This design comes from an exercise in tuning for small area, a short achievable clock period and few clock cycles on the open sky130 flow, not from production work.
Where RTL was checked, it was by simulation tests only, not by an equivalence proof against the original.
No driver is modelled on the clock port, so clocking that relies on it looks cheaper here than on a real chip.
No activity file was given, so power comes from the tool's default toggle rates.

Setup of old:
==> module fsm, before the edit <==
module fsm(
    input [15:0] dataIn,
    input R_I,
    input reset,
    input clk,
    output reg REG_ERROR,
    output [15:0] dataOut,
    output reg R_O
);
wire        s = dataIn[15];
wire [14:0] x = dataIn[14:0];
wire        busy = R_O | REG_ERROR;
wire [11:0] lo;
assign lo[0] = 1'b0;
genvar g;
generate
    for (g = 1; g < 12; g = g + 1) begin : p
        assign lo[g] = |x[g-1:0];
    end
endgenerate
wire [11:0] m = x[11:0] ^ ({12{s}} & lo);
wire err = s ? ~&x[14:11] : (|x[14:12] | (x[11] & lo[11]));
wire l4 = s ? (&x[10:4] & lo[4]) : ~|x[11:4];
wire l8 = s ? (&x[10:8] & lo[8]) : ~|x[11:8];
wire [11:0] t4;
assign t4[11:8] = m[11:8] | ({4{l8}} & m[7:4]) | ({4{l4}} & m[3:0]);
assign t4[7:4]  = ({4{~l8}} & m[7:4]) | ({4{l8 & ~l4}} & m[3:0]);
assign t4[3:0]  = {4{~l8}} & m[3:0];
wire f1 = ~t4[11] & t4[10];
wire f2 = ~t4[11] & ~t4[10] & t4[9];
wire f3 = ~t4[11] & ~t4[10] & ~t4[9] & |x[11:0];    
reg        sgn, q8, q4, p1, p2, p3;
reg [11:0] r4;
always @(posedge clk) begin
    sgn <= s;
    q8  <= l4;
    q4  <= l8 & ~l4;
    p1  <= f1;
    p2  <= f2;
    p3  <= f3;
    r4  <= t4;
    if (reset) begin
        R_O       <= 1'b0;
        REG_ERROR <= 1'b0;
    end else begin
        R_O       <= R_I & ~busy & ~err;
        REG_ERROR <= R_I & ~busy & err;
    end
end
wire p0 = r4[11];
wire [13:0] rz = {r4, 2'b00};
generate
    for (g = 0; g < 10; g = g + 1) begin : o_m
        assign dataOut[g] = (p0 & rz[g+3]) | (p1 & rz[g+2]) | (p2 & rz[g+1]) | (p3 & rz[g]);
    end
endgenerate
assign dataOut[10] = p1 | p3;
assign dataOut[11] = p0 | p3;
assign dataOut[12] = p3 ^ q4;
assign dataOut[13] = p3 ? q8 : ~(q4 | q8);
assign dataOut[14] = (p0 | p1 | p2 | p3) & ~(p3 & q8);
assign dataOut[15] = sgn;
endmodule
==> flow/config.mk <==
export PLATFORM = sky130hd
export DESIGN_NAME = fsm
export DESIGN_NICKNAME = fsm
export VERILOG_FILES = /design/flow/design.v
export SDC_FILE = /design/flow/constraint.sdc
export NUM_CORES = 4
export LEC_CHECK = 0
export CAP_MARGIN = 20
export CORE_AREA = 2 2 62 62
export DIE_AREA = 0 0 64 64
export SETUP_SLACK_MARGIN = 2.68
export SLEW_MARGIN = 20
==> flow/constraint.sdc <==
create_clock -name core_clock -period 5.0 [get_ports {clk}]
set_input_delay 1.0000 -clock core_clock [delete_from_list [all_inputs] [get_ports {clk}]]
set_output_delay 1.0000 -clock core_clock [all_outputs]
set_load 0.01 [all_outputs]
standard.sh (not shown) runs the stock make flow with config.mk's settings and CLKGATE_MAP_FILE= SYNTH_SCRIPT=/design/flow/synth_recipe.tcl, a recipe that flattens the netlist after the stock synthesis.
==> flow/flow/run.sh <==
#!/bin/bash
# ORFS layout as in standard.sh (the standard flow's own layout), with two changes:
#  - synthesis is synth_recipe.tcl, except that ABC maps with the script in
#    flow/map.abc (plain mapping, no sizing: the resizer sizes the cells
#    later) and, if MY_ABC_AVOID is set, without the slow many-input cells it
#    names; registers are mapped as in synth_recipe.tcl and keep their names;
#  - plain buf_1 cells as the port buffers (the resizer upsizes them where
#    timing needs it).
# Settings are in flow/params.sh; the ORFS output goes to standard_flow.log
# and the per-step logs under orfs/logs.
set -euo pipefail
W=$PWD
source "$W/flow/params.sh"
export MY_ABC_D MY_ABC_SCRIPT
# cells whose names match MY_ABC_AVOID (a regular expression) are kept out of ABC's library
MY_ABC_DONTUSE=""
if [[ -n "${MY_ABC_AVOID:-}" ]]; then
  MY_ABC_DONTUSE=$(grep -oE '^\s*cell *\( *"?sky130_fd_sc_hd__[a-z0-9_]+' "$FLOW_HOME/platforms/sky130hd/lib/sky130_fd_sc_hd__tt_025C_1v80.lib" \
    | grep -oE 'sky130_fd_sc_hd__[a-z0-9_]+' | grep -E "sky130_fd_sc_hd__($MY_ABC_AVOID)" | tr '\n' ' ')
fi
export MY_ABC_DONTUSE
# clock tree options, if set, replace ORFS's defaults for clock_tree_synthesis
if [[ -n "${MY_CTS_ARGS:-}" ]]; then export CTS_ARGS="$MY_CTS_ARGS"; fi
# extra ORFS variables (NAME=value words), e.g. repair options
for kv in ${MY_ENV:-}; do export "$kv"; done
export BUFFER_PORTS_ARGS="-buffer_cell sky130_fd_sc_hd__buf_1"
sed "s#SYNTH_SCRIPT=[^ ]*#SYNTH_SCRIPT=$W/flow/my_synth.tcl#" standard.sh > my_standard.sh
bash my_standard.sh finish > standard_flow.log 2>&1
Other scripts of this flow, unchanged in this note and not shown: flow/flow/map.abc, flow/flow/my_synth.tcl, flow/flow/params.sh
diff inputs: old => new
diff --git a/flow/design.v b/flow/design.v
--- a/flow/design.v
+++ b/flow/design.v
@@ -15,23 +15,23 @@
 genvar g;
 generate
     for (g = 1; g < 12; g = g + 1) begin : p
         assign lo[g] = |x[g-1:0];
     end
 endgenerate
-wire [11:0] m = x[11:0] ^ ({12{s}} & lo);
+wire [11:0] m = s ? (12'd0 - x[11:0]) : x[11:0];
 wire err = s ? ~&x[14:11] : (|x[14:12] | (x[11] & lo[11]));
 wire l4 = s ? (&x[10:4] & lo[4]) : ~|x[11:4];
 wire l8 = s ? (&x[10:8] & lo[8]) : ~|x[11:8];
 wire [11:0] t4;
 assign t4[11:8] = m[11:8] | ({4{l8}} & m[7:4]) | ({4{l4}} & m[3:0]);
 assign t4[7:4]  = ({4{~l8}} & m[7:4]) | ({4{l8 & ~l4}} & m[3:0]);
 assign t4[3:0]  = {4{~l8}} & m[3:0];
 wire f1 = ~t4[11] & t4[10];
 wire f2 = ~t4[11] & ~t4[10] & t4[9];
-wire f3 = ~t4[11] & ~t4[10] & ~t4[9] & |x[11:0];    
+wire f3 = ~t4[11] & ~t4[10] & ~t4[9] & t4[8];
 reg        sgn, q8, q4, p1, p2, p3;
 reg [11:0] r4;
 always @(posedge clk) begin
     sgn <= s;
     q8  <= l4;
     q4  <= l8 & ~l4;
Notes after the runs:
Worst hold slack across all endpoints delta (old -> new): insignificant
[compare] base=old new=new: switching share of power higher; worst-case register-to-register setup slack lower; non-clock buffer count lower.
For new, the capture point of the worst path was p3, unlike old, where it was p2.
Delta (new minus old): power per cell area -2.9 mW/mm²; worst clock skew ~0 delta; synthesized cell count +6.3%; area of all placed cells without fillers +120 µm².
No functional check of the RTL was part of any run of this note.

========
Setup of job 103:
fsm, a different RTL version from the one above (not shown whole).
Size in the first run: roughly 130 cells after synthesis, ~20 flip-flops, ~37 I/O pins.
==> module fsm, before the edit <==
module fsm(
    input [15:0] dataIn,
    input R_I,
    input reset,
    input clk,
    output reg REG_ERROR,
    output [15:0] dataOut,
    output reg R_O
);
wire        s = dataIn[15];
wire        sa = dataIn[14];
wire        sc = dataIn[13];
wire [14:0] x = dataIn[14:0];
wire        busy = R_O | REG_ERROR;
wire [11:0] lo;
assign lo[0] = 1'b0;
genvar g;
generate
    for (g = 1; g < 12; g = g + 1) begin : p
        assign lo[g] = |x[g-1:0];
    end
endgenerate
wire [11:0] m = x[11:0] ^ ({12{sa}} & lo);
wire err = s ? ~&x[14:11] : (|x[14:12] | (x[11] & lo[11]));
wire l4 = sc ? (&x[10:4] & lo[4]) : ~|x[11:4];
wire l8 = sc ? (&x[10:8] & lo[8]) : ~|x[11:8];
wire [11:0] t4;
assign t4[11:8] = m[11:8] | ({4{l8}} & m[7:4]) | ({4{l4}} & m[3:0]);
assign t4[7:4]  = ({4{~l8}} & m[7:4]) | ({4{l8 & ~l4}} & m[3:0]);
assign t4[3:0]  = {4{~l8}} & m[3:0];
wire f1 = ~t4[11] & t4[10];
wire f2 = ~t4[11] & ~t4[10] & t4[9];
wire f3 = ~t4[11] & ~t4[10] & ~t4[9] & t4[8];
reg        sgn, q8, q4, p1, p2, p3;
reg [11:0] r4;
always @(posedge clk) begin
    sgn <= s;
    q8  <= l4;
    q4  <= l8 & ~l4;
    p1  <= f1;
    p2  <= f2;
    p3  <= f3;
    r4  <= t4;
    if (reset) begin
        R_O       <= 1'b0;
        REG_ERROR <= 1'b0;
    end else begin
        R_O       <= R_I & ~busy & ~err;
        REG_ERROR <= R_I & ~busy & err;
    end
end
wire p0 = r4[11];
wire [13:0] rz = {r4, 2'b00};
generate
    for (g = 0; g < 10; g = g + 1) begin : o_m
        assign dataOut[g] = (p0 & rz[g+3]) | (p1 & rz[g+2]) | (p2 & rz[g+1]) | (p3 & rz[g]);
    end
endgenerate
assign dataOut[10] = p1 | p3;
assign dataOut[11] = p0 | p3;
assign dataOut[12] = p3 ^ q4;
assign dataOut[13] = p3 ? q8 : ~(q4 | q8);
assign dataOut[14] = (p0 | p1 | p2 | p3) & ~(p3 & q8);
assign dataOut[15] = sgn;
endmodule
Settings: LEC_CHECK=0, CAP_MARGIN=20, CORE_AREA=2 2 62 62, DIE_AREA=0 0 64 64, SETUP_SLACK_MARGIN=2.6, SLEW_MARGIN=20; clock period 5.0 ns.
==> flow/flow/map.abc <==
&get -n
&st
&dch
&nf
&put
topo
stime -c
==> flow/flow/my_synth.tcl <==
# synth_recipe.tcl with the abc call's script replaced (MY_ABC_SCRIPT), its
# delay target dropped or set (MY_ABC_D) and cells kept out (MY_ABC_DONTUSE).
proc abc {args} {
  set out {}
  for {set i 0} {$i < [llength $args]} {incr i} {
    set a [lindex $args $i]
    if {$a eq "-script"} {
      incr i
      if {$::env(MY_ABC_SCRIPT) ne ""} { lappend out -script $::env(MY_ABC_SCRIPT) }
      continue
    }
    if {$a eq "-D"} { incr i; continue }
    lappend out $a
  }
  if {$::env(MY_ABC_D) ne ""} { lappend out -D $::env(MY_ABC_D) }
  # extra cells ABC may not map to (slow many-input cells)
  if {[info exists ::env(MY_ABC_DONTUSE)]} {
    foreach pat $::env(MY_ABC_DONTUSE) {
      lappend out -dont_use $pat
    }
  }
  puts "my abc: $out"
  yosys abc {*}$out
}
source [file join [file dirname [file normalize [info script]]] .. synth_recipe.tcl]
==> flow/flow/params.sh <==
MY_ABC_D=""
MY_ABC_SCRIPT="$W/flow/map.abc"
MY_ABC_AVOID="or4|and4|or3|and3|nor4|nand4|o41|a41|o311|a311|o2111|a2111|mux4|xor3|xnor3|maj3|fa_|ha_"
MY_CTS_ARGS=""
MY_ENV=""
Scripts as last shown in full above: flow/flow/run.sh
> inputs changed (job 103 -> job 104)
--- a/flow/design.v
+++ b/flow/design.v
@@ -7,10 +7,8 @@
     output [15:0] dataOut,
     output reg R_O
 );
 wire        s = dataIn[15];
-wire        sa = dataIn[14];
-wire        sc = dataIn[13];
 wire [14:0] x = dataIn[14:0];
 wire        busy = R_O | REG_ERROR;
 wire [11:0] lo;
 assign lo[0] = 1'b0;
@@ -19,12 +17,12 @@
     for (g = 1; g < 12; g = g + 1) begin : p
         assign lo[g] = |x[g-1:0];
     end
 endgenerate
-wire [11:0] m = x[11:0] ^ ({12{sa}} & lo);
+wire [11:0] m = x[11:0] ^ ({12{s}} & lo);
 wire err = s ? ~&x[14:11] : (|x[14:12] | (x[11] & lo[11]));
-wire l4 = sc ? (&x[10:4] & lo[4]) : ~|x[11:4];
-wire l8 = sc ? (&x[10:8] & lo[8]) : ~|x[11:8];
+wire l4 = s ? (&x[10:4] & lo[4]) : ~|x[11:4];
+wire l8 = s ? (&x[10:8] & lo[8]) : ~|x[11:8];
 wire [11:0] t4;
 assign t4[11:8] = m[11:8] | ({4{l8}} & m[7:4]) | ({4{l4}} & m[3:0]);
 assign t4[7:4]  = ({4{~l8}} & m[7:4]) | ({4{l8 & ~l4}} & m[3:0]);
 assign t4[3:0]  = {4{~l8}} & m[3:0];
Notes after the runs:
For number of gates given a new drive strength after cts, job 103 and job 104 come out practically identical. Summary of job 104 over job 103: global routing met1 resource utilization saw an increase; mean number of vias per cell now sits lower. Job 103 has higher transition time of the tightest slew-check pin than job 104. Looking at post-synthesis instance total across job 104 and job 103, the one that comes out higher is job 104. Job 104 against job 103: core utilization decreased by 2.3 points relative to the old numbers, final cell count decreased by 2 relative to the old numbers, area taken by multi-input logic gates decreased by 5.7% relative to the old numbers. Job 104 ended up with dfxtp_1 as its cell at the slowest stage of the critical path; job 103 ended up with nor3_4.
Testbench counts of job 104, summed over its fixed seeds: cycles 24,000.
For job 103, only the layout was checked, not whether the RTL still works.

========
The RTL this note starts from:
==> flow/design.v <==
module fsm(
    input [15:0] dataIn,
    input R_I,
    input reset,
    input clk,
    output reg REG_ERROR,
    output [15:0] dataOut,
    output reg R_O
);
wire        s = dataIn[15];
wire [14:0] x = dataIn[14:0];
wire        busy = R_O | REG_ERROR;
wire [11:0] lo;
assign lo[0] = 1'b0;
genvar g;
generate
    for (g = 1; g < 12; g = g + 1) begin : p
        assign lo[g] = |x[g-1:0];
    end
endgenerate
wire [11:0] m = x[11:0] ^ ({12{s}} & lo);
wire err = s ? ~&x[14:11] : (|x[14:12] | (x[11] & lo[11]));
wire l4 = s ? (&x[10:4] & lo[4]) : ~|x[11:4];
wire l8 = s ? (&x[10:8] & lo[8]) : ~|x[11:8];
wire [11:0] t4;
assign t4[11:8] = m[11:8] | ({4{l8}} & m[7:4]) | ({4{l4}} & m[3:0]);
assign t4[7:4]  = ({4{~l8}} & m[7:4]) | ({4{l8 & ~l4}} & m[3:0]);
assign t4[3:0]  = {4{~l8}} & m[3:0];
wire f1 = ~t4[11] & t4[10];
wire f2 = ~t4[11] & ~t4[10] & t4[9];
wire f3 = ~t4[11] & ~t4[10] & ~t4[9] & t4[8];
reg        sgn, q8, q4, p1, p2, p3;
reg [11:0] r4;
always @(posedge clk) begin
    sgn <= s;
    q8  <= l4;
    q4  <= l8 & ~l4;
    p1  <= f1;
    p2  <= f2;
    p3  <= f3;
    r4  <= t4;
    if (reset) begin
        R_O       <= 1'b0;
        REG_ERROR <= 1'b0;
    end else begin
        R_O       <= R_I & ~busy & ~err;
        REG_ERROR <= R_I & ~busy & err;
    end
end
wire p0 = r4[11];
wire [13:0] rz = {r4, 2'b00};
generate
    for (g = 0; g < 10; g = g + 1) begin : o_m
        assign dataOut[g] = (p0 & rz[g+3]) | (p1 & rz[g+2]) | (p2 & rz[g+1]) | (p3 & rz[g]);
    end
endgenerate
assign dataOut[10] = p1 | p3;
assign dataOut[11] = p0 | p3;
assign dataOut[12] = p3 ^ q4;
assign dataOut[13] = p3 ? q8 : ~(q4 | q8);
assign dataOut[14] = (p0 | p1 | p2 | p3) & ~(p3 & q8);
assign dataOut[15] = sgn;
endmodule
Settings: LEC_CHECK=0, CAP_MARGIN=20, CORE_AREA=2 2 62 62, DIE_AREA=0 0 64 64, SETUP_SLACK_MARGIN=2.68, SLEW_MARGIN=20; clock period 5.0 ns.
Scripts as last shown in full above: flow/flow/run.sh, flow/flow/map.abc, flow/flow/my_synth.tcl, flow/flow/params.sh
Testbench counts at the start, summed over its fixed seeds: cycles 24,000.
Edit:
--- a/flow/design.v
+++ b/flow/design.v
@@ -6,24 +6,26 @@
     output reg REG_ERROR,
     output [15:0] dataOut,
     output reg R_O
 );
 wire        s = dataIn[15];
+wire        sa = dataIn[14];
+wire        sc = dataIn[13];
 wire [14:0] x = dataIn[14:0];
 wire        busy = R_O | REG_ERROR;
 wire [11:0] lo;
 assign lo[0] = 1'b0;
 genvar g;
 generate
     for (g = 1; g < 12; g = g + 1) begin : p
         assign lo[g] = |x[g-1:0];
     end
 endgenerate
-wire [11:0] m = x[11:0] ^ ({12{s}} & lo);
+wire [11:0] m = x[11:0] ^ ({12{sa}} & lo);
 wire err = s ? ~&x[14:11] : (|x[14:12] | (x[11] & lo[11]));
-wire l4 = s ? (&x[10:4] & lo[4]) : ~|x[11:4];
-wire l8 = s ? (&x[10:8] & lo[8]) : ~|x[11:8];
+wire l4 = sc ? (&x[10:4] & lo[4]) : ~|x[11:4];
+wire l8 = sc ? (&x[10:8] & lo[8]) : ~|x[11:8];
 wire [11:0] t4;
 assign t4[11:8] = m[11:8] | ({4{l8}} & m[7:4]) | ({4{l4}} & m[3:0]);
 assign t4[7:4]  = ({4{~l8}} & m[7:4]) | ({4{l8 & ~l4}} & m[3:0]);
 assign t4[3:0]  = {4{~l8}} & m[3:0];
 wire f1 = ~t4[11] & t4[10];
What happened: Critical path depth is higher by 1. Design area grows by 4.5%. Non-clock buffer count came out higher by 3. Hold slack improved by 0.021 ns. Wire length went up by 6.3%. Final cell count stays the same.
Only the layout flow was run in the second run of this note; the RTL was not checked for function there.

==> port drivers added, routing unchanged <==
How much do the figures lean on ideal ports? The routed layouts below were timed once more, with nothing changed but the port constraints. Step 1 (the two cells are an assumption about what drives the block):
set clk [get_ports {clk}]
set_driving_cell -lib_cell sky130_fd_sc_hd__clkbuf_16 $clk
set_driving_cell -lib_cell sky130_fd_sc_hd__buf_2 [delete_from_list [all_inputs] $clk]
Step 2 also shifts input and output timing later by t, the mid clock arrival at the registers, as if the neighbouring blocks saw the same clock. a / b / c = ideal ports / drivers / drivers and shift; a / b = the first two.
| run | t, ns | setup slack, ns | hold slack, ns | slew at the worst register clock pin (ns) | cell pins on the clock port's net |
|---|---|---|---|---|---|
| old | 0.303 | 2.536 / 2.527 / 2.223 | 0.528 / 0.528 / 0.528 | 0.10 / 0.10 | 1 |
| new | 0.308 | 2.675 / 2.677 / 2.369 | 0.528 / 0.528 / 0.528 | 0.10 / 0.10 | 1 |
| job 103 | 0.303 | 2.615 / 2.602 / 2.299 | 0.551 / 0.551 / 0.551 | 0.11 / 0.11 | 1 |
| job 104 | 0.302 | 2.709 / 2.688 / 2.426 | 0.538 / 0.538 / 0.538 | 0.09 / 0.09 | 1 |
| the first run of note 3 | 0.309 | 2.752 / 2.732 / 2.470 | 0.528 / 0.528 / 0.528 | 0.10 / 0.10 | 1 |
| the second run of note 3 | 0.301 | 2.659 / 2.638 / 2.401 | 0.549 / 0.549 / 0.549 | 0.09 / 0.09 | 1 |
After both steps setup and hold are still met in every run listed. The setup slack of job 103, which loses most, moves by -0.013 ns with the drivers and by -0.316 ns with both steps.
